From an optimization exercise on the open Yosys and OpenROAD flow, aimed at small area and a short achievable clock period; shortcuts taken in it are not production practice. The RTL was checked by simulation tests, not by an equivalence proof against the original design. Power and IR drop assume default switching activity.

==> job 9637: inputs <==
Design datapath, start of the top module:
module datapath (clk, writenum, readnum, write, datapath_in, vsel, loada, loadb, loadc, shift, asel, bsel, ALUop, loads, Z_out, datapath_out);
clock: 5.5 ns
lec_check: 0
cap_margin: 20
core_margin: 2
core_utilization: 60
cts_buf_list: sky130_fd_sc_hd__clkbuf_4 sky130_fd_sc_hd__clkbuf_8
setup_slack_margin: 2.9
slew_margin: 20
synth_hierarchical: 1
synth_minimum_keep_size: 0
standard.sh (not shown) runs the stock make flow with config.mk's settings and CLKGATE_MAP_FILE= SYNTH_SCRIPT=/design/flow/synth_recipe.tcl, a recipe that flattens the netlist after the stock synthesis.
==> flow/flow/run.sh <==
#!/bin/bash
# The standard layout (standard.sh), with every input and output port
# buffered by a buf_2 cell instead of the buffer the resizer picks by default.
set -euo pipefail
bash standard.sh 'BUFFER_PORTS_ARGS=-buffer_cell sky130_fd_sc_hd__buf_2' finish > make.log 2>&1
==> job 5076: changes against job 9637 <==
--- a/flow/design.v
+++ b/flow/design.v
@@ -1,83 +1,77 @@
 module ALU(Aq, Bq, Cq, Sq, imm, shift, asel, bsel, ALUop, loadc, loads, Cn, Sn);
   input  [15:0] Aq, Bq, Cq;
   input  [4:0]  imm;
   input  [1:0]  shift, ALUop;
   input         Sq, asel, bsel, loadc, loads;
   output [15:0] Cn;
   output        Sn;
-  wire [3:0] s0, sl, sr, pa, subb, nokill, kz;   
+  wire [3:0] s0, sl, sr, asb, subb, nokill, kz;   
   wire s15;
   bdec15 ud15 (.bsel(bsel), .sh(shift), .s15(s15));
   wire op0b, op1b, ldcb;
   gm_buf ub0 (.a(ALUop[0]), .y(op0b));
   gm_buf ub1 (.a(ALUop[1]), .y(op1b));
   gm_buf ubc (.a(loadc), .y(ldcb));
   wire [1:0] opb = {op1b, op0b};
   genvar i;
   generate
     for (i = 0; i < 4; i = i + 1) begin : dec
       bdec ud (.bsel(bsel), .sh(shift), .s0(s0[i]), .sl(sl[i]), .sr(sr[i]));
-      gm_xnor2 upa (.a(asel), .b(ALUop[0]), .y(pa[i]));
+      gm_buf uas (.a(asel), .y(asb[i]));
       gm_buf usb (.a(ALUop[0]), .y(subb[i]));
       gm_andn unk (.an(ALUop[1]), .b(loadc), .y(nokill[i]));
       gm_or2 ukz (.a(ALUop[1]), .b(ALUop[0]), .y(kz[i]));
     end
   endgenerate
   wire [15:0] An  = ~Aq;
-  wire [15:0] Ain = Aq & {16{~asel}};
   wire [16:0] bx  = {1'b0, Bq, 1'b0};
-  wire [15:0] Bin, Bz, By, ai, g, t, xn, nd, wn, rn, zb;
+  wire [15:0] Ain, Bin, Bz, ai, g, t, xn, nd, wn, rn, zb;
   generate
     for (i = 0; i < 16; i = i + 1) begin : b
       localparam integer D = i / 4;
-      wire na0, na1;
-      gm_nand2 ua0 (.a(Aq[i]), .b(pa[D]), .y(na0));
-      gm_nand2 ua1 (.a(An[i]), .b(subb[D]), .y(na1));
-      gm_nand2 ua (.a(na0), .b(na1), .y(ai[i]));
+      gm_nor2 uan (.a(An[i]), .b(asb[D]), .y(Ain[i]));
+      gm_xor2 ua (.a(Ain[i]), .b(subb[D]), .y(ai[i]));
       if (i < 5) begin : lo
         wire n0, n1, n2, n3;
         gm_nand2 u0 (.a(s0[D]), .b(bx[i+1]), .y(n0));
         gm_nand2 u1 (.a(sl[D]), .b(bx[i]), .y(n1));
         gm_nand2 u2 (.a(sr[D]), .b(bx[i+2]), .y(n2));
         gm_nand2 u3 (.a(bsel), .b(imm[i]), .y(n3));
         gm_nand4 ub (.a(n0), .b(n1), .c(n2), .d(n3), .y(Bin[i]));
         gm_nand4 uz (.a(n0), .b(n1), .c(n2), .d(n3), .y(Bz[i]));
-        gm_nand4 uy (.a(n0), .b(n1), .c(n2), .d(n3), .y(By[i]));
       end else if (i < 15) begin : mid
         wire n0, n1, n2;
         gm_nand2 u0 (.a(s0[D]), .b(bx[i+1]), .y(n0));
         gm_nand2 u1 (.a(sl[D]), .b(bx[i]), .y(n1));
         gm_nand2 u2 (.a(sr[D]), .b(bx[i+2]), .y(n2));
         gm_nand3 ub (.a(n0), .b(n1), .c(n2), .y(Bin[i]));
         gm_nand3 uz (.a(n0), .b(n1), .c(n2), .y(Bz[i]));
-        gm_nand3 uy (.a(n0), .b(n1), .c(n2), .y(By[i]));
       end else begin : top
         wire n0, n1;
         gm_nand2 u0 (.a(s15), .b(bx[i+1]), .y(n0));
         gm_nand2 u1 (.a(sl[D]), .b(bx[i]), .y(n1));
         gm_nand2 ub (.a(n0), .b(n1), .y(Bin[i]));
         gm_nand2 uz (.a(n0), .b(n1), .y(Bz[i]));
-        gm_nand2 uy (.a(n0), .b(n1), .y(By[i]));
       end
       gm_nand3 ug (.a(Bin[i]), .b(ai[i]), .c(nokill[D]), .y(g[i]));
       gm_nor2 ut (.a(Bin[i]), .b(ai[i]), .y(t[i]));
       gm_xnor2 ux (.a(Ain[i]), .b(Bz[i]), .y(xn[i]));
-      gm_nand2 un (.a(Ain[i]), .b(By[i]), .y(nd[i]));
+      gm_nand2 un (.a(Ain[i]), .b(Bz[i]), .y(nd[i]));
       if (i == 0) begin : z0
         gm_inv uz (.a(xn[0]), .y(wn[0]));
       end else begin : zi
         zx uz (.q(xn[i]), .tn(t[i-1]), .kn(kz[D]), .y(wn[i]));
       end
       gm_mux2i ur (.s(op0b), .a0(nd[i]), .a1(Bz[i]), .y(rn[i]));
       gm_mux2i uq (.s(op1b), .a0(wn[i]), .a1(rn[i]), .y(zb[i]));
     end
   endgenerate
-  wire [15:0] y   = op1b ? (op0b ? ~By : ~nd) : ~xn;
+  wire [15:0] y   = op1b ? rn : ~xn;
   wire [15:0] yc  = ldcb ? y : Cq;
   wire        sq  = ~(~loads & Sq);
   wire g1_1;
   wire g1_3;
   wire t1_3;
   wire g1_5;
   wire t1_5;
   wire g1_7;
@@ -278,16 +272,21 @@
   output y;
   assign y = a | b;
 endmodule
 module gm_nor2(a, b, y);
   input a, b;
   output y;
   assign y = ~(a | b);
 endmodule
+module gm_xor2(a, b, y);
+  input a, b;
+  output y;
+  assign y = a ^ b;
+endmodule
 module gm_xnor2(a, b, y);
   input a, b;
   output y;
   assign y = ~(a ^ b);
 endmodule
 module gm_nand2(a, b, y);
   input a, b;
   output y;
CTS_CLUSTER_SIZE = 25   (was not set)
==> flow_summary.yaml <==
place:
  place_inst: 957
power:
  power.total_mw: 3.079
  powerComb_mw: 0.543
final_layout:
  final_cell_mix: "160 x edfxtp_1, 100 x nand2_1, 64 x a22oi_1, 44 x buf_2, 41 x nor2_1"
outcome:
  outcome: "complete, no violations"
timing:
  rsz0062_at_grt: "yes"
the above is filed under job 5076

==> flow_summary.yaml <==
power:
  powerComb_mw: 0.607
  power.total_mw: 3.113
place:
  place_inst: 1013
outcome:
  outcome: "complete, no violations"
timing:
  rsz0062_at_grt: "no"
final_layout:
  final_cell_mix: "160 x edfxtp_1, 127 x nand2_1, 64 x a22oi_1, 48 x mux2i_1"
global_routing:
  grt_use_met1: 0.3807
the above is filed under job 9637

==> what the ideal ports hide <==
The flow's constraints put no driver on any port. The routed layouts listed below were extracted and timed again, unchanged, in two steps. Step 1 (the two cells are an assumption about what drives the block):
set clk [get_ports {clk}]
set_driving_cell -lib_cell sky130_fd_sc_hd__clkbuf_16 $clk
set_driving_cell -lib_cell sky130_fd_sc_hd__buf_2 [delete_from_list [all_inputs] $clk]
Step 2 times the ports against the registers' clock, not the clock port: input delays grow and output delays shrink by t, the midpoint of the rising clock arrivals with the driver on. Slacks: no drivers / after step 1 / after step 2; pairs: no drivers / after step 1.
| run | shift t [ns] | setup WS [ns] | worst data-port slew with drivers (ns) | cell pins on the clock port's net |
|---|---|---|---|---|
| job 9637 | 0.494 | 3.008 / 2.982 / 2.487 | 0.06 | 1 |
| job 5076 | 0.493 | 2.964 / 2.975 / 2.482 | 0.05 | 1 |
After both steps setup and hold are still met in every run listed. The setup slack of job 9637, which loses most, moves by -0.026 ns with the drivers and by -0.521 ns with both steps.
